What follows belongs to an exercise in optimizing a design on an open flow for small area; a production flow would make more cautious choices.
Only the layout flow was run in this run; the RTL was not checked for function there.

$ cat flow/design.v
`timescale 1ns/10ps
module rgb2ycrcb(clk, rst, r, g, b, y, cr, cb);
	input        clk;
	input        rst;
	input  [9:0] r, g, b;
	output reg [9:0] y, cr, cb;
	reg [31:0] pa;
	reg [35:0] pb;
	reg rst1, rst2;
	wire kill = rst | rst1 | rst2;
	wire x1;
	gxn ux1 (.a(r[0]), .b(g[0]), .y(x1));
	wire c2;
	assign c2 = (r[0] & ~g[0]);
	wire i3;
	assign i3 = ~g[1];
	wire s4;
	wire c5;
	fa us4 (.a(r[1]), .b(i3), .c(c2), .s(s4), .co(c5));
	wire i6;
	assign i6 = ~g[2];
	wire s7;
	wire c8;
	fa us7 (.a(r[2]), .b(i6), .c(c5), .s(s7), .co(c8));
	wire i9;
	assign i9 = ~g[3];
	wire s10;
	wire c11;
	fa us10 (.a(r[3]), .b(i9), .c(c8), .s(s10), .co(c11));
	wire i12;
	assign i12 = ~g[4];
	wire s13;
	wire c14;
	fa us13 (.a(r[4]), .b(i12), .c(c11), .s(s13), .co(c14));
	wire i15;
	assign i15 = ~g[5];
	wire s16;
	wire c17;
	fa us16 (.a(r[5]), .b(i15), .c(c14), .s(s16), .co(c17));
	wire i18;
	assign i18 = ~g[6];
	wire s19;
	wire c20;
	fa us19 (.a(r[6]), .b(i18), .c(c17), .s(s19), .co(c20));
	wire i21;
	assign i21 = ~g[7];
	wire s22;
	wire c23;
	fa us22 (.a(r[7]), .b(i21), .c(c20), .s(s22), .co(c23));
	wire i24;
	assign i24 = ~g[8];
	wire s25;
	wire c26;
	fa us25 (.a(r[8]), .b(i24), .c(c23), .s(s25), .co(c26));
	wire i27;
	assign i27 = ~g[9];
	wire s28;
	wire c29;
	fa us28 (.a(r[9]), .b(i27), .c(c26), .s(s28), .co(c29));
	wire x30;
	gxn ux30 (.a(b[0]), .b(g[0]), .y(x30));
	wire c31;
	assign c31 = (b[0] & ~g[0]);
	wire s32;
	wire c33;
	fa us32 (.a(b[1]), .b(i3), .c(c31), .s(s32), .co(c33));
	wire s34;
	wire c35;
	fa us34 (.a(b[2]), .b(i6), .c(c33), .s(s34), .co(c35));
	wire s36;
	wire c37;
	fa us36 (.a(b[3]), .b(i9), .c(c35), .s(s36), .co(c37));
	wire s38;
	wire c39;
	fa us38 (.a(b[4]), .b(i12), .c(c37), .s(s38), .co(c39));
	wire s40;
	wire c41;
	fa us40 (.a(b[5]), .b(i15), .c(c39), .s(s40), .co(c41));
	wire s42;
	wire c43;
	fa us42 (.a(b[6]), .b(i18), .c(c41), .s(s42), .co(c43));
	wire s44;
	wire c45;
	fa us44 (.a(b[7]), .b(i21), .c(c43), .s(s44), .co(c45));
	wire s46;
	wire c47;
	fa us46 (.a(b[8]), .b(i24), .c(c45), .s(s46), .co(c47));
	wire s48;
	wire c49;
	fa us48 (.a(b[9]), .b(i27), .c(c47), .s(s48), .co(c49));
	wire x50;
	gxn ux50 (.a(pa[1]), .b(pa[0]), .y(x50));
	wire c51;
	assign c51 = ~(~pa[1] | ~pa[0]);
	wire c52;
	assign c52 = ~(pa[10] & x50);
	wire x53;
	gx2 ux53 (.a(pa[11]), .b(pa[21]), .y(x53));
	wire c54;
	assign c54 = ~(pa[11] | pa[21]);
	wire s55;
	wire c56;
	fa us55 (.a(pa[2]), .b(c51), .c(x53), .s(s55), .co(c56));
	wire c57;
	assign c57 = (~c52 & ~s55);
	wire s58;
	wire c59;
	fa us58 (.a(pa[3]), .b(c54), .c(c56), .s(s58), .co(c59));
	wire s60;
	wire c61;
	fa us60 (.a(pa[12]), .b(pa[22]), .c(c57), .s(s60), .co(c61));
	wire c62;
	assign c62 = ~(~s58 & s60);
	wire s63;
	wire c64;
	fa us63 (.a(pa[4]), .b(pa[10]), .c(pa[21]), .s(s63), .co(c64));
	wire s65;
	wire c66;
	fa us65 (.a(pa[13]), .b(pa[23]), .c(c61), .s(s65), .co(c66));
	wire s67;
	wire c68;
	fa us67 (.a(s63), .b(c59), .c(c62), .s(s67), .co(c68));
	wire c69;
	assign c69 = (s65 & ~s67);
	wire s70;
	wire c71;
	fa us70 (.a(pa[5]), .b(pa[11]), .c(pa[22]), .s(s70), .co(c71));
	wire i72;
	assign i72 = ~c64;
	wire s73;
	wire c74;
	fa us73 (.a(pa[14]), .b(pa[24]), .c(i72), .s(s73), .co(c74));
	wire s75;
	wire c76;
	fa us75 (.a(s73), .b(c66), .c(c69), .s(s75), .co(c76));
	wire i77;
	assign i77 = ~s75;
	wire c78;
	assign c78 = (s70 & c68) | (s70 & i77) | (c68 & i77);
	wire x79;
	gx2 ux79 (.a(pa[6]), .b(pa[12]), .y(x79));
	wire c80;
	assign c80 = (~pa[6] | ~pa[12]);
	wire s81;
	wire c82;
	fa us81 (.a(pa[10]), .b(pa[15]), .c(pa[25]), .s(s81), .co(c82));
	wire s83;
	wire c84;
	fa us83 (.a(pa[23]), .b(x79), .c(c71), .s(s83), .co(c84));
	wire i85;
	assign i85 = ~s83;
	wire s86;
	wire c87;
	fa us86 (.a(s81), .b(c74), .c(i85), .s(s86), .co(c87));
	wire i88;
	assign i88 = ~c78;
	wire c89;
	assign c89 = (s86 & c76) | (s86 & i88) | (c76 & i88);
	wire x90;
	gx2 ux90 (.a(pa[7]), .b(pa[13]), .y(x90));
	wire c91;
	assign c91 = (~pa[7] | ~pa[13]);
	wire s92;
	wire c93;
	fa us92 (.a(pa[11]), .b(pa[16]), .c(pa[21]), .s(s92), .co(c93));
	wire s94;
	wire c95;
	fa us94 (.a(pa[26]), .b(c80), .c(c82), .s(s94), .co(c95));
	wire s96;
	wire c97;
	fa us96 (.a(pa[24]), .b(x90), .c(c84), .s(s96), .co(c97));
	wire s98;
	wire c99;
	fa us98 (.a(s92), .b(s94), .c(c87), .s(s98), .co(c99));
	wire i100;
	assign i100 = ~s96;
	wire c101;
	assign c101 = (i100 & s98) | (i100 & c89) | (s98 & c89);
	wire x102;
	gx2 ux102 (.a(pa[8]), .b(pa[14]), .y(x102));
	wire c103;
	assign c103 = (~pa[8] | ~pa[14]);
	wire s104;
	wire c105;
	fa us104 (.a(pa[10]), .b(pa[12]), .c(pa[17]), .s(s104), .co(c105));
	wire s106;
	wire c107;
	fa us106 (.a(pa[22]), .b(pa[27]), .c(c91), .s(s106), .co(c107));
	wire s108;
	wire c109;
	fa us108 (.a(c93), .b(s104), .c(s106), .s(s108), .co(c109));
	wire s110;
	wire c111;
	fa us110 (.a(pa[25]), .b(x102), .c(c97), .s(s110), .co(c111));
	wire s112;
	wire c113;
	fa us112 (.a(c95), .b(s108), .c(c99), .s(s112), .co(c113));
	wire i114;
	assign i114 = ~s110;
	wire c115;
	assign c115 = (i114 & s112) | (i114 & c101) | (s112 & c101);
	wire s116;
	wire c117;
	fa us116 (.a(pa[11]), .b(pa[13]), .c(pa[18]), .s(s116), .co(c117));
	wire s118;
	wire c119;
	fa us118 (.a(pa[9]), .b(pa[15]), .c(pa[26]), .s(s118), .co(c119));
	wire s120;
	wire c121;
	fa us120 (.a(pa[23]), .b(pa[28]), .c(c103), .s(s120), .co(c121));
	wire s122;
	wire c123;
	fa us122 (.a(c105), .b(s116), .c(c107), .s(s122), .co(c123));
	wire s124;
	wire c125;
	fa us124 (.a(s120), .b(c109), .c(s122), .s(s124), .co(c125));
	wire i126;
	assign i126 = ~s124;
	wire s127;
	wire c128;
	fa us127 (.a(s118), .b(i126), .c(c111), .s(s127), .co(c128));
	wire i129;
	assign i129 = ~s127;
	wire c130;
	assign c130 = (i129 & c113) | (i129 & c115) | (c113 & c115);
	wire x131;
	gx2 ux131 (.a(pa[0]), .b(pa[12]), .y(x131));
	wire c132;
	assign c132 = ~(pa[0] | pa[12]);
	wire s133;
	wire c134;
	fa us133 (.a(pa[14]), .b(pa[19]), .c(pa[24]), .s(s133), .co(c134));
	wire s135;
	wire c136;
	fa us135 (.a(pa[16]), .b(pa[27]), .c(x131), .s(s135), .co(c136));
	wire s137;
	wire c138;
	fa us137 (.a(pa[29]), .b(c117), .c(s133), .s(s137), .co(c138));
	wire s139;
	wire c140;
	fa us139 (.a(c121), .b(c123), .c(s137), .s(s139), .co(c140));
	wire s141;
	wire c142;
	fa us141 (.a(c119), .b(s135), .c(c128), .s(s141), .co(c142));
	wire i143;
	assign i143 = ~s141;
	wire s144;
	wire c145;
	fa us144 (.a(c125), .b(s139), .c(i143), .s(s144), .co(c145));
	wire x146;
	gxn ux146 (.a(s144), .b(c130), .y(x146));
	wire c147;
	assign c147 = ~(s144 & c130);
	wire s148;
	wire c149;
	fa us148 (.a(pa[1]), .b(pa[13]), .c(pa[15]), .s(s148), .co(c149));
	wire s150;
	wire c151;
	fa us150 (.a(pa[20]), .b(pa[25]), .c(pa[30]), .s(s150), .co(c151));
	wire s152;
	wire c153;
	fa us152 (.a(pa[17]), .b(pa[28]), .c(c132), .s(s152), .co(c153));
	wire s154;
	wire c155;
	fa us154 (.a(c134), .b(s148), .c(s150), .s(s154), .co(c155));
	wire s156;
	wire c157;
	fa us156 (.a(c138), .b(s154), .c(c140), .s(s156), .co(c157));
	wire s158;
	wire c159;
	fa us158 (.a(s152), .b(c136), .c(c142), .s(s158), .co(c159));
	wire i160;
	assign i160 = ~s158;
	wire s161;
	wire c162;
	fa us161 (.a(s156), .b(i160), .c(c145), .s(s161), .co(c162));
	wire x163;
	gx2 ux163 (.a(s161), .b(c147), .y(x163));
	wire c164;
	assign c164 = (s161 & ~c147);
	wire s165;
	wire c166;
	fa us165 (.a(pa[2]), .b(pa[14]), .c(pa[16]), .s(s165), .co(c166));
	wire s167;
	wire c168;
	fa us167 (.a(pa[26]), .b(pa[31]), .c(c149), .s(s167), .co(c168));
	wire s169;
	wire c170;
	fa us169 (.a(pa[18]), .b(pa[29]), .c(c153), .s(s169), .co(c170));
	wire s171;
	wire c172;
	fa us171 (.a(c151), .b(s165), .c(s167), .s(s171), .co(c172));
	wire s173;
	wire c174;
	fa us173 (.a(c155), .b(s171), .c(c157), .s(s173), .co(c174));
	wire i175;
	assign i175 = ~s169;
	wire i176;
	assign i176 = ~c159;
	wire s177;
	wire c178;
	fa us177 (.a(i175), .b(s173), .c(i176), .s(s177), .co(c178));
	wire s179;
	wire c180;
	fa us179 (.a(s177), .b(c162), .c(c164), .s(s179), .co(c180));
	wire s181;
	wire c182;
	fa us181 (.a(pa[3]), .b(c166), .c(c168), .s(s181), .co(c182));
	wire i183;
	assign i183 = ~c170;
	wire s184;
	wire c185;
	fa us184 (.a(i183), .b(c172), .c(s181), .s(s184), .co(c185));
	wire s186;
	wire c187;
	fa us186 (.a(s184), .b(c174), .c(c178), .s(s186), .co(c187));
	wire s188;
	wire c189;
	fa us188 (.a(pa[4]), .b(c182), .c(c185), .s(s188), .co(c189));
	wire x190;
	gx2 ux190 (.a(pb[0]), .b(pb[1]), .y(x190));
	wire c191;
	assign c191 = ~(pb[0] | pb[1]);
	wire s192;
	wire c193;
	fa us192 (.a(pb[3]), .b(pb[5]), .c(pb[6]), .s(s192), .co(c193));
	wire s194;
	wire c195;
	fa us194 (.a(pb[2]), .b(pb[4]), .c(x190), .s(s194), .co(c195));
	wire x196;
	gx2 ux196 (.a(s192), .b(s194), .y(x196));
	wire c197;
	assign c197 = (s192 & ~s194);
	wire x198;
	gx2 ux198 (.a(pb[7]), .b(pb[8]), .y(x198));
	wire c199;
	assign c199 = ~(pb[7] | pb[8]);
	wire s200;
	wire c201;
	fa us200 (.a(pb[10]), .b(pb[12]), .c(pb[13]), .s(s200), .co(c201));
	wire s202;
	wire c203;
	fa us202 (.a(pb[9]), .b(pb[11]), .c(c191), .s(s202), .co(c203));
	wire s204;
	wire c205;
	fa us204 (.a(x198), .b(s202), .c(c195), .s(s204), .co(c205));
	wire s206;
	wire c207;
	fa us206 (.a(c193), .b(s200), .c(c197), .s(s206), .co(c207));
	wire x208;
	gx2 ux208 (.a(s204), .b(s206), .y(x208));
	wire c209;
	assign c209 = (~s204 & s206);
	wire s210;
	wire c211;
	fa us210 (.a(pb[14]), .b(pb[1]), .c(pb[2]), .s(s210), .co(c211));
	wire s212;
	wire c213;
	fa us212 (.a(pb[15]), .b(pb[16]), .c(c201), .s(s212), .co(c213));
	wire s214;
	wire c215;
	fa us214 (.a(c199), .b(c203), .c(c205), .s(s214), .co(c215));
	wire s216;
	wire c217;
	fa us216 (.a(s210), .b(s212), .c(c207), .s(s216), .co(c217));
	wire i218;
	assign i218 = ~s214;
	wire s219;
	wire c220;
	fa us219 (.a(i218), .b(c209), .c(s216), .s(s219), .co(c220));
	wire s221;
	wire c222;
	fa us221 (.a(pb[17]), .b(pb[8]), .c(pb[9]), .s(s221), .co(c222));
	wire s223;
	wire c224;
	fa us223 (.a(pb[4]), .b(c211), .c(s221), .s(s223), .co(c224));
	wire s225;
	wire c226;
	fa us225 (.a(c213), .b(s223), .c(c217), .s(s225), .co(c226));
	wire i227;
	assign i227 = ~c215;
	wire s228;
	wire c229;
	fa us228 (.a(i227), .b(c220), .c(s225), .s(s228), .co(c229));
	wire s230;
	wire c231;
	fa us230 (.a(pb[18]), .b(pb[2]), .c(pb[11]), .s(s230), .co(c231));
	wire s232;
	wire c233;
	fa us232 (.a(c222), .b(s230), .c(c224), .s(s232), .co(c233));
	wire s234;
	wire c235;
	fa us234 (.a(s232), .b(c226), .c(c229), .s(s234), .co(c235));
	wire s236;
	wire c237;
	fa us236 (.a(pb[19]), .b(pb[9]), .c(c231), .s(s236), .co(c237));
	wire s238;
	wire c239;
	fa us238 (.a(s236), .b(c233), .c(c235), .s(s238), .co(c239));
	wire x240;
	gx2 ux240 (.a(pb[20]), .b(c237), .y(x240));
	wire x241;
	gx2 ux241 (.a(x240), .b(c239), .y(x241));
	wire c242;
	assign c242 = ~(~pa[21] & ~pa[22]);
	wire c243;
	assign c243 = (pa[22] & pa[23]) | (pa[22] & c242) | (pa[23] & c242);
	wire c244;
	assign c244 = (pa[23] & pa[24]) | (pa[23] & c243) | (pa[24] & c243);
	wire s245;
	wire c246;
	fa us245 (.a(pa[21]), .b(pa[24]), .c(pa[25]), .s(s245), .co(c246));
	wire c247;
	assign c247 = ~(~s245 & ~c244);
	wire s248;
	wire c249;
	fa us248 (.a(pa[22]), .b(pa[25]), .c(pa[26]), .s(s248), .co(c249));
	wire c250;
	assign c250 = (c246 & s248) | (c246 & c247) | (s248 & c247);
	wire s251;
	wire c252;
	fa us251 (.a(pa[21]), .b(pa[23]), .c(pa[26]), .s(s251), .co(c252));
	wire s253;
	wire c254;
	fa us253 (.a(pa[27]), .b(c249), .c(s251), .s(s253), .co(c254));
	wire c255;
	assign c255 = ~(~s253 & ~c250);
	wire s256;
	wire c257;
	fa us256 (.a(pa[22]), .b(pa[24]), .c(pa[27]), .s(s256), .co(c257));
	wire s258;
	wire c259;
	fa us258 (.a(pa[28]), .b(c252), .c(s256), .s(s258), .co(c259));
	wire c260;
	assign c260 = (c254 & s258) | (c254 & c255) | (s258 & c255);
	wire s261;
	wire c262;
	fa us261 (.a(pa[23]), .b(pa[25]), .c(pa[28]), .s(s261), .co(c262));
	wire s263;
	wire c264;
	fa us263 (.a(pa[29]), .b(c257), .c(s261), .s(s263), .co(c264));
	wire c265;
	assign c265 = (c259 & s263) | (c259 & c260) | (s263 & c260);
	wire x266;
	gx2 ux266 (.a(pa[24]), .b(pa[26]), .y(x266));
	wire c267;
	assign c267 = (~pa[24] | ~pa[26]);
	wire s268;
	wire c269;
	fa us268 (.a(pa[29]), .b(pa[30]), .c(x266), .s(s268), .co(c269));
	wire s270;
	wire c271;
	fa us270 (.a(c262), .b(s268), .c(c264), .s(s270), .co(c271));
	wire i272;
	assign i272 = ~pa[10];
	wire c273;
	assign c273 = (i272 & s270) | (i272 & c265) | (s270 & c265);
	wire x274;
	gx2 ux274 (.a(pa[25]), .b(pa[27]), .y(x274));
	wire c275;
	assign c275 = (~pa[25] | ~pa[27]);
	wire s276;
	wire c277;
	fa us276 (.a(pa[30]), .b(pa[31]), .c(x274), .s(s276), .co(c277));
	wire s278;
	wire c279;
	fa us278 (.a(c269), .b(s276), .c(c271), .s(s278), .co(c279));
	wire i280;
	assign i280 = ~s278;
	wire s281;
	wire c282;
	fa us281 (.a(pa[11]), .b(c267), .c(i280), .s(s281), .co(c282));
	wire x283;
	gx2 ux283 (.a(s281), .b(c273), .y(x283));
	wire c284;
	assign c284 = (s281 & ~c273);
	wire s285;
	wire c286;
	fa us285 (.a(pa[26]), .b(pa[28]), .c(pa[31]), .s(s285), .co(c286));
	wire s287;
	wire c288;
	fa us287 (.a(s285), .b(c277), .c(c279), .s(s287), .co(c288));
	wire s289;
	wire c290;
	fa us289 (.a(pa[12]), .b(c275), .c(c282), .s(s289), .co(c290));
	wire i291;
	assign i291 = ~s287;
	wire s292;
	wire c293;
	fa us292 (.a(i291), .b(c284), .c(s289), .s(s292), .co(c293));
	wire i294;
	assign i294 = ~c286;
	wire i295;
	assign i295 = ~c288;
	wire s296;
	wire c297;
	fa us296 (.a(pa[13]), .b(i294), .c(i295), .s(s296), .co(c297));
	wire s298;
	wire c299;
	fa us298 (.a(s296), .b(c290), .c(c293), .s(s298), .co(c299));
	wire s300;
	wire c301;
	fa us300 (.a(pa[14]), .b(c297), .c(c299), .s(s300), .co(c301));
	wire x302;
	gxn ux302 (.a(pb[3]), .b(pb[15]), .y(x302));
	wire c303;
	assign c303 = (~pb[3] | ~pb[15]);
	wire s304;
	wire c305;
	ha us304 (.a(pb[24]), .b(x302), .s(s304), .co(c305));
	wire x306;
	gxn ux306 (.a(pb[10]), .b(pb[4]), .y(x306));
	wire c307;
	assign c307 = (~pb[10] | ~pb[4]);
	wire s308;
	wire c309;
	fa us308 (.a(pb[25]), .b(c303), .c(c305), .s(s308), .co(c309));
	wire s310;
	wire c311;
	ha us310 (.a(x306), .b(s308), .s(s310), .co(c311));
	wire s312;
	wire c313;
	fa us312 (.a(pb[0]), .b(pb[26]), .c(c307), .s(s312), .co(c313));
	wire s314;
	wire c315;
	fa us314 (.a(s312), .b(c309), .c(c311), .s(s314), .co(c315));
	wire i316;
	assign i316 = ~s314;
	wire s317;
	wire c318;
	fa us317 (.a(pb[15]), .b(pb[11]), .c(i316), .s(s317), .co(c318));
	wire x319;
	gx2 ux319 (.a(pb[7]), .b(c313), .y(x319));
	wire c320;
	assign c320 = ~(pb[7] | c313);
	wire s321;
	wire c322;
	fa us321 (.a(pb[4]), .b(x319), .c(c318), .s(s321), .co(c322));
	wire x323;
	gx2 ux323 (.a(c315), .b(s321), .y(x323));
	wire c324;
	assign c324 = (c315 & ~s321);
	wire s325;
	wire c326;
	fa us325 (.a(pb[11]), .b(c320), .c(c322), .s(s325), .co(c326));
	wire i327;
	assign i327 = ~s325;
	wire s328;
	wire c329;
	fa us328 (.a(pb[1]), .b(c324), .c(i327), .s(s328), .co(c329));
	wire x330;
	gx2 ux330 (.a(pb[8]), .b(c329), .y(x330));
	wire c331;
	assign c331 = ~(pb[8] | c329);
	wire x332;
	gxn ux332 (.a(c326), .b(x330), .y(x332));
	wire c333;
	assign c333 = (~c326 & ~x330);
	wire x334;
	gx2 ux334 (.a(pb[2]), .b(c333), .y(x334));
	wire c335;
	assign c335 = ~(pb[2] | c333);
	wire x336;
	gxn ux336 (.a(c331), .b(x334), .y(x336));
	wire c337;
	assign c337 = (~c331 & ~x334);
	wire x338;
	gx2 ux338 (.a(pb[9]), .b(c335), .y(x338));
	wire x339;
	gxn ux339 (.a(x338), .b(c337), .y(x339));
	wire x340;
	gx2 ux340 (.a(pa[10]), .b(pa[11]), .y(x340));
	wire c341;
	assign c341 = ~(pa[10] | pa[11]);
	wire c342;
	assign c342 = (pa[10] & ~x340);
	wire s343;
	wire c344;
	fa us343 (.a(pa[11]), .b(pa[12]), .c(c342), .s(s343), .co(c344));
	wire c345;
	assign c345 = (~c341 & s343);
	wire s346;
	wire c347;
	fa us346 (.a(pa[12]), .b(pa[13]), .c(c344), .s(s346), .co(c347));
	wire c348;
	assign c348 = ~(c345 & s346);
	wire x349;
	gxn ux349 (.a(pa[10]), .b(pa[13]), .y(x349));
	wire c350;
	assign c350 = ~(pa[10] | pa[13]);
	wire s351;
	wire c352;
	fa us351 (.a(pa[14]), .b(x349), .c(c347), .s(s351), .co(c352));
	wire c353;
	assign c353 = (~c348 & s351);
	wire s354;
	wire c355;
	fa us354 (.a(pa[11]), .b(pa[14]), .c(pa[15]), .s(s354), .co(c355));
	wire s356;
	wire c357;
	fa us356 (.a(s354), .b(c352), .c(c353), .s(s356), .co(c357));
	wire c358;
	assign c358 = (~c350 & s356);
	wire x359;
	gx2 ux359 (.a(pa[10]), .b(pa[12]), .y(x359));
	wire c360;
	assign c360 = ~(pa[10] | pa[12]);
	wire s361;
	wire c362;
	fa us361 (.a(pa[15]), .b(pa[16]), .c(c355), .s(s361), .co(c362));
	wire s363;
	wire c364;
	fa us363 (.a(s361), .b(c357), .c(c358), .s(s363), .co(c364));
	wire c365;
	assign c365 = (~x359 & s363);
	wire s366;
	wire c367;
	fa us366 (.a(pa[11]), .b(pa[13]), .c(pa[16]), .s(s366), .co(c367));
	wire s368;
	wire c369;
	fa us368 (.a(pa[17]), .b(s366), .c(c362), .s(s368), .co(c369));
	wire s370;
	wire c371;
	fa us370 (.a(s368), .b(c364), .c(c365), .s(s370), .co(c371));
	wire c372;
	assign c372 = (~c360 & s370);
	wire s373;
	wire c374;
	fa us373 (.a(pa[12]), .b(pa[14]), .c(pa[17]), .s(s373), .co(c374));
	wire s375;
	wire c376;
	fa us375 (.a(pa[18]), .b(c367), .c(s373), .s(s375), .co(c376));
	wire s377;
	wire c378;
	fa us377 (.a(i272), .b(s375), .c(c369), .s(s377), .co(c378));
	wire c379;
	assign c379 = (s377 & c371) | (s377 & c372) | (c371 & c372);
	wire x380;
	gxn ux380 (.a(pa[21]), .b(pa[13]), .y(x380));
	wire c381;
	assign c381 = ~(pa[21] | pa[13]);
	wire s382;
	wire c383;
	fa us382 (.a(pa[15]), .b(pa[18]), .c(pa[19]), .s(s382), .co(c383));
	wire s384;
	wire c385;
	fa us384 (.a(c374), .b(s382), .c(c376), .s(s384), .co(c385));
	wire i386;
	assign i386 = ~pa[11];
	wire s387;
	wire c388;
	fa us387 (.a(i386), .b(x380), .c(s384), .s(s387), .co(c388));
	wire c389;
	assign c389 = (c378 & s387) | (c378 & c379) | (s387 & c379);
	wire x390;
	gx2 ux390 (.a(pa[22]), .b(pa[14]), .y(x390));
	wire c391;
	assign c391 = ~(pa[22] | pa[14]);
	wire s392;
	wire c393;
	fa us392 (.a(pa[16]), .b(pa[19]), .c(pa[20]), .s(s392), .co(c393));
	wire s394;
	wire c395;
	fa us394 (.a(pa[12]), .b(c381), .c(x390), .s(s394), .co(c395));
	wire s396;
	wire c397;
	fa us396 (.a(c383), .b(s392), .c(c385), .s(s396), .co(c397));
	wire i398;
	assign i398 = ~s394;
	wire s399;
	wire c400;
	fa us399 (.a(i398), .b(s396), .c(c388), .s(s399), .co(c400));
	wire s401;
	wire c402;
	ha us401 (.a(s399), .b(c389), .s(s401), .co(c402));
	wire s403;
	wire c404;
	fa us403 (.a(pa[23]), .b(pa[15]), .c(pa[17]), .s(s403), .co(c404));
	wire s405;
	wire c406;
	fa us405 (.a(pa[20]), .b(c393), .c(s403), .s(s405), .co(c406));
	wire s407;
	wire c408;
	fa us407 (.a(pa[13]), .b(c391), .c(c395), .s(s407), .co(c408));
	wire i409;
	assign i409 = ~s407;
	wire s410;
	wire c411;
	fa us410 (.a(s405), .b(i409), .c(c397), .s(s410), .co(c411));
	wire s412;
	wire c413;
	fa us412 (.a(s410), .b(c400), .c(c402), .s(s412), .co(c413));
	wire x414;
	gx2 ux414 (.a(pa[24]), .b(pa[16]), .y(x414));
	wire c415;
	assign c415 = (pa[24] | pa[16]);
	wire s416;
	wire c417;
	fa us416 (.a(pa[18]), .b(c404), .c(c406), .s(s416), .co(c417));
	wire s418;
	wire c419;
	fa us418 (.a(pa[14]), .b(x414), .c(c408), .s(s418), .co(c419));
	wire i420;
	assign i420 = ~s418;
	wire s421;
	wire c422;
	fa us421 (.a(s416), .b(i420), .c(c411), .s(s421), .co(c422));
	wire x423;
	gxn ux423 (.a(s421), .b(c413), .y(x423));
	wire c424;
	assign c424 = ~(s421 & c413);
	wire s425;
	wire c426;
	fa us425 (.a(pa[25]), .b(c415), .c(c417), .s(s425), .co(c426));
	wire i427;
	assign i427 = ~c419;
	wire s428;
	wire c429;
	fa us428 (.a(i427), .b(s425), .c(c422), .s(s428), .co(c429));
	wire s430;
	wire c431;
	fa us430 (.a(pa[26]), .b(c426), .c(c429), .s(s430), .co(c431));
	wire x432;
	gxn ux432 (.a(pb[0]), .b(pb[29]), .y(x432));
	wire c433;
	assign c433 = (~pb[0] | ~pb[29]);
	wire s434;
	wire c435;
	fa us434 (.a(pb[1]), .b(pb[2]), .c(pb[30]), .s(s434), .co(c435));
	wire s436;
	wire c437;
	ha us436 (.a(x432), .b(s434), .s(s436), .co(c437));
	wire s438;
	wire c439;
	fa us438 (.a(pb[8]), .b(pb[9]), .c(pb[31]), .s(s438), .co(c439));
	wire s440;
	wire c441;
	fa us440 (.a(c433), .b(c435), .c(s438), .s(s440), .co(c441));
	wire i442;
	assign i442 = ~pb[7];
	wire s443;
	wire c444;
	fa us443 (.a(i442), .b(c437), .c(s440), .s(s443), .co(c444));
	wire x445;
	gxn ux445 (.a(pb[3]), .b(pb[2]), .y(x445));
	wire c446;
	assign c446 = ~(pb[3] | pb[2]);
	wire s447;
	wire c448;
	fa us447 (.a(pb[32]), .b(c439), .c(c441), .s(s447), .co(c448));
	wire i449;
	assign i449 = ~pb[1];
	wire s450;
	wire c451;
	fa us450 (.a(i449), .b(c444), .c(s447), .s(s450), .co(c451));
	wire s452;
	wire c453;
	ha us452 (.a(x445), .b(s450), .s(s452), .co(c453));
	wire s454;
	wire c455;
	fa us454 (.a(pb[10]), .b(pb[9]), .c(c448), .s(s454), .co(c455));
	wire s456;
	wire c457;
	fa us456 (.a(c451), .b(s454), .c(c453), .s(s456), .co(c457));
	wire i458;
	assign i458 = ~s456;
	wire s459;
	wire c460;
	fa us459 (.a(pb[8]), .b(c446), .c(i458), .s(s459), .co(c460));
	wire x461;
	gx2 ux461 (.a(pb[15]), .b(c455), .y(x461));
	wire c462;
	assign c462 = ~(pb[15] | c455);
	wire s463;
	wire c464;
	fa us463 (.a(pb[2]), .b(x461), .c(c460), .s(s463), .co(c464));
	wire x465;
	gx2 ux465 (.a(c457), .b(s463), .y(x465));
	wire c466;
	assign c466 = (c457 & ~s463);
	wire s467;
	wire c468;
	fa us467 (.a(pb[9]), .b(c462), .c(c464), .s(s467), .co(c468));
	wire i469;
	assign i469 = ~s467;
	wire s470;
	wire c471;
	fa us470 (.a(pb[4]), .b(c466), .c(i469), .s(s470), .co(c471));
	wire x472;
	gx2 ux472 (.a(pb[11]), .b(c468), .y(x472));
	wire x473;
	gxn ux473 (.a(x472), .b(c471), .y(x473));
	wire [9:0] yn = {~x241, s238, s234, s228, s219, ~x208, ~x196, pb[23], ~pb[22], ~pb[21]};
	wire [9:0] crn = {x339, ~x336, ~x332, s328, ~x323, ~s317, s310, s304, pb[28], ~pb[27]};
	wire [9:0] cbn = {x473, s470, ~x465, ~s459, s452, s443, s436, ~pb[35], pb[34], pb[33]};
	always @(posedge clk) begin
		rst1 <= rst;
		rst2 <= rst1;
		pa <= {c49, s48, s46, s44, s42, s40, s38, s36, s34, s32, x30, c29, s28, s25, s22, s19, s16, s13, s10, s7, s4, x1, g[9], g[8], g[7], g[6], g[5], g[4], g[3], g[2], g[1], g[0]};
		pb <= {x423, s412, s401, c431, s430, s428, c424, s292, x283, c301, s300, s298, s179, x163, x146, pa[9], pa[8], pa[7], pa[6], c189, pa[29], pa[5], s188, c187, pa[31], pa[28], pa[20], pa[18], pa[16], s186, c180, pa[30], pa[27], pa[19], pa[17], pa[15]};
		y  <= yn & {10{~kill}};
		cr <= {1'b0, crn[8:0] & {9{~(kill | crn[9])}}};
		cb <= {1'b0, cbn[8:0] & {9{~(kill | cbn[9])}}};
	end
endmodule
module fa(a, b, c, s, co);
	input a, b, c;
	output s, co;
	assign s = a ^ b ^ c;
	assign co = (a & b) | (a & c) | (b & c);
endmodule
module ha(a, b, s, co);
	input a, b;
	output s, co;
	assign s = a ^ b;
	assign co = a & b;
endmodule
module gx2(a, b, y);
	input a, b;
	output y;
	assign y = a ^ b;
endmodule
module gxn(a, b, y);
	input a, b;
	output y;
	assign y = ~(a ^ b);
endmodule
$ cat flow/flow/run.sh
#!/bin/bash
# Standard ORFS layout with two changes: small port buffers, and a clock tree of small
# buffers without dummy loads.
set -euo pipefail
bash standard.sh \
  "BUFFER_PORTS_ARGS=-buffer_cell sky130_fd_sc_hd__buf_1" \
  "CTS_ARGS=-sink_clustering_enable -repair_clock_nets -buf_list sky130_fd_sc_hd__clkbuf_8 -dont_use_dummy_load" \
  finish > make_finish.log 2>&1
$ cat flow/standard.sh
#!/bin/bash
# synth_recipe.tcl (not shown) runs the flow's synth.tcl, then flattens the netlist and writes it again
# the make line also repeats each setting of config.mk as NAME=value (left out here)
make -C /OpenROAD-flow-scripts/flow DESIGN_CONFIG=/design/flow/config.mk WORK_HOME=/design/flow/orfs CLKGATE_MAP_FILE= SYNTH_SCRIPT=/design/flow/synth_recipe.tcl "${@:-finish}"
$ cat flow/config.mk
export PLATFORM = sky130hd
export DESIGN_NAME = rgb2ycrcb
export DESIGN_NICKNAME = rgb2ycrcb
export VERILOG_FILES = /design/flow/design.v
export SDC_FILE = /design/flow/constraint.sdc
export NUM_CORES = 4
export LEC_CHECK = 0
export CAP_MARGIN = 20
export CORE_MARGIN = 2
export CORE_UTILIZATION = 70
export SLEW_MARGIN = 20
export SYNTH_HIERARCHICAL = 1
export SYNTH_MINIMUM_KEEP_SIZE = 0
$ cat flow/constraint.sdc
create_clock -name core_clock -period 6.0 [get_ports {clk}]
set_input_delay 1.2000 -clock core_clock [delete_from_list [all_inputs] [get_ports {clk}]]
set_output_delay 1.2000 -clock core_clock [all_outputs]
set_load 0.01 [all_outputs]
==> run summary <==
[modules after synthesis, one instance, submodules excluded]
| module | cells inside | times used | cell area, sq um | flip-flops and latches |
|---|---|---|---|---|
| gx2 | 1 | 27 | 8.758 | 0 |
| gxn | 1 | 15 | 8.758 | 0 |
| fa | 1 | 159 | 20.02 | 0 |
| rgb2ycrcb | 242 | 1 | 2695 | 98 |
| ha | 1 | 5 | 12.51 | 0 |
[final cells by class]
type,instances,area [sq um]
Fill cell,540,1903
Tap cell,108,135.1
Inverter,37,138.9
Sequential cell,98,1962
Clock buffer,9,123.9
Multi-Input combinational cell,311,4192
Timing Repair Buffer,65,266.5
[layer usage]
layer,track usage [%],share of wire [%],vias to the layer above
met5,0,0,-
met4,7.587,1.9,0
met3,5.887,5.0,23
met2,47.40,52,121
met1,38.03,42,1831
li1,-,-,1499
[synthesized netlist by cell type (4+ instances only)]
master / number / area [sq um]
xnor2_1: 15 / 131.4
nor3_1: 4 / 20.02
xor2_1: 27 / 236.5
ha_1: 5 / 62.56
fa_1: 159 / 3183
inv_1: 37 / 138.9
nor2b_1: 8 / 50.05
and2_1: 16 / 100.1
nand2_1: 16 / 60.06
dfxtp_1: 98 / 1962
nor2_1: 26 / 97.59
[logic make-up (layout without fill, tap and decap cells)]
kind of cell | count (synthesis) | count (layout)
simple gates | 80 | 80
compound gates | 20 | 20
fa+ha+maj | 167 | 167
other cells | 1 | 2
xor+xnor | 42 | 42
buf+inv | 40 | 111
flops | 98 | 98
[worst max path at each step]
| stage | end | slack, ns |
|---|---|---|
| final | cb[0]$_DFF_P_ | 0.30 |
| after global routing | cb[0]$_DFF_P_ | 0.04 |
| after CTS | cb[0]$_DFF_P_ | 0.26 |
| after detailed placement | pb[35]$_DFF_P_ | 0.34 |
| after global placement | pb[35]$_DFF_P_ | 0.50 |
| after floorplan | pb[35]$_DFF_P_ | 0.56 |
[state kept, by name, summed over array words and instances, names as in the netlist]
register and cells:
pb 36, pa 32, y 10, cb 9, cr 9, rst1 1
rst2 1
[through the flow]
| step | std cells | setup slack (ns) | cell area [sq um] | hold slack [ns] |
|---|---|---|---|---|
| after floorplan | 449 | 0.5575 | 6312 | 0.3462 |
| after global placement | 619 | 0.5040 | 6694 | 0.3509 |
| after detailed placement | 619 | 0.3426 | 6694 | 0.3579 |
| after CTS | 628 | 0.2640 | 6818 | 0.3685 |
| after global routing | 628 | 0.03597 | 6818 | 0.3904 |
| final | 628 | 0.3026 | 6818 | 0.3692 |
==> flow_metrics.env <==
export IMPL_status="complete, no violations"
export IMPL_drive_gt1_share_pct=4.038
export IMPL_holdPathEnd="rst2$_DFF_P_"
export IMPL_critPathMostFrequentCell="fa_1"
export IMPL_cts_buffer_depth=2
export IMPL_overflow=0
export IMPL_ys_ff_latch=98
export IMPL_cp_slowest_cell="dfxtp_1"
export IMPL_via_count=3474
export IMPL_clk_pin_slew_worst_paths_ns=0.10
export IMPL_muxShareOfSynthArea_pct=0
export IMPL_ios=62
export IMPL_synth_seq_area_share_pct=31.10
export IMPL_rr_worst_depth=15
export IMPL_grt_pass1_vias=4094
export IMPL_ys_flop_type="dfxtp_1"
export IMPL_dr_pass1_iters=4
export IMPL_synth_cell_type_count=35
export IMPL_netlist_area_sq_mm=0.006309
export IMPL_synth_async_reset_ratio_pct=0
export IMPL_layout_common_cells="fa_1, dfxtp_1, buf_1"
export IMPL_crit_fanout=7
export IMPL_setup_violations=0
export IMPL_cts_setup_buffers=0
export IMPL_gp_congestion=0.8595
export IMPL_path_class="flip-flop to flip-flop"
export IMPL_die_width_microns=98.93
export IMPL_synth_top_family_by_area="adder cells"
export IMPL_critPathTopFamily="adder cells"
export IMPL_tightest_slew_ns=0.8554
export IMPL_crit_chain="fa_1, fa_1, fa_1, fa_1, ha_1, fa_1, inv_1, fa_1, fa_1, fa_1, inv_1, fa_1, xnor2_1, nor2_4, and2_1"
export IMPL_rr_endpoint="cb[0]$_DFF_P_"
export IMPL_avgSynthCellArea_sq_um=14.08
export IMPL_holdPathStages=0
export IMPL_grt_start_max_net_pins=18
export IMPL_final_common_cell="fa_1"
export IMPL_cts_root_buffer_cell="clkbuf_8"
export IMPL_grt_pass1_wl_microns=20450
export IMPL_drv_slew=0
export IMPL_critPathBufInv=2
export IMPL_area_growth_pct=8.072
export IMPL_worstPathRequired_ns=6.24
export IMPL_drc=0
export IMPL_min_period_over_period_pct=94.96
export IMPL_netlist_instances=448
export IMPL_hp_start="rst1$_DFF_P_"
export IMPL_hold_violations=0
export IMPL_rsz0062_at_grt="false"
export IMPL_antenna_found_initial=0
export IMPL_synth_edf_count=0
export IMPL_numCtsBuffers=9
export IMPL_yosysWarnings=7
export IMPL_synth_compound_area_share_pct=2.261
export IMPL_post_dp_hpwl_microns=9928
export IMPL_diodes=0
export IMPL_cts_htree_levels=3
export IMPL_hold_path_class="flip-flop to flip-flop"
export IMPL_ant_nets=0
export IMPL_fp_coreArea_sq_mm=0.008721
export IMPL_startpoint="pb[8]$_DFF_P_"
export IMPL_clock_skew_ns=0.03947
export IMPL_clock_sinks=98
export IMPL_routedWlPerCell_microns=18.66
export IMPL_slowest_delay_ns=0.62
export IMPL_insertion_delay_ns=0.37
export IMPL_cap_violations=0
export IMPL_wirelength_microns=11720
export IMPL_first_iter_violations=147
export IMPL_fin_setup_tns_ns=0
export IMPL_crit_arrival_ns=5.93
export IMPL_synthAdderAreaFrac_pct=51.98
export IMPL_nNetsFinal=718
export IMPL_end_kind="flip-flop"
export IMPL_clock_fmax_ghz=0.1755
export IMPL_crit_cells=15
export IMPL_min_period_ns=5.697
export IMPL_die_height_microns=98.93
export IMPL_ctsResizeCount=0
export IMPL_fp_dieArea_sq_mm=0.009787
export IMPL_synth_xor_area_share_pct=5.831
export IMPL_finish_utilization_pct=78.18
export IMPL_max_slew_margin_pct=42.89
export IMPL_viasPerCell=5.532
export IMPL_cts_tree="done"
export IMPL_start_util_pct=72.34
export IMPL_r2r_start="pb[8]$_DFF_P_"
export IMPL_gr_usage_all_layers_pct=28.13
export IMPL_worst_setup_path_start_kind="flip-flop"
export IMPL_ctsHoldBuffers=0
export IMPL_num_rows=34
export IMPL_rrSetupSlack_ns=0.30
export IMPL_port_buffers=59
export IMPL_yosys_area_share_simple_pct=6.248

static timing again, ports no longer ideal:
No port has a modelled driver above. Below, the same layout with a new extraction and two added sets of constraints. Step 1 assumes that a clkbuf_16 drives the clock port and a buf_2 every other input. Step 2, shift: input delay + t, output delay - t, t = (earliest + latest rising clock arrival at the registers) / 2. This alone moves slack from input paths to output paths. Three values: no drivers, after step 1, after step 2; two values: the first two.
t, ns: 0.378
slack for setup (ns): 0.303 / 0.303 / 0.303
hold WS [ns]: 0.369 / 0.369 / 0.369
After both steps setup and hold are still met in this run. The setup slack of this run moves by 0.000 ns with the drivers and by 0.000 ns with both steps.
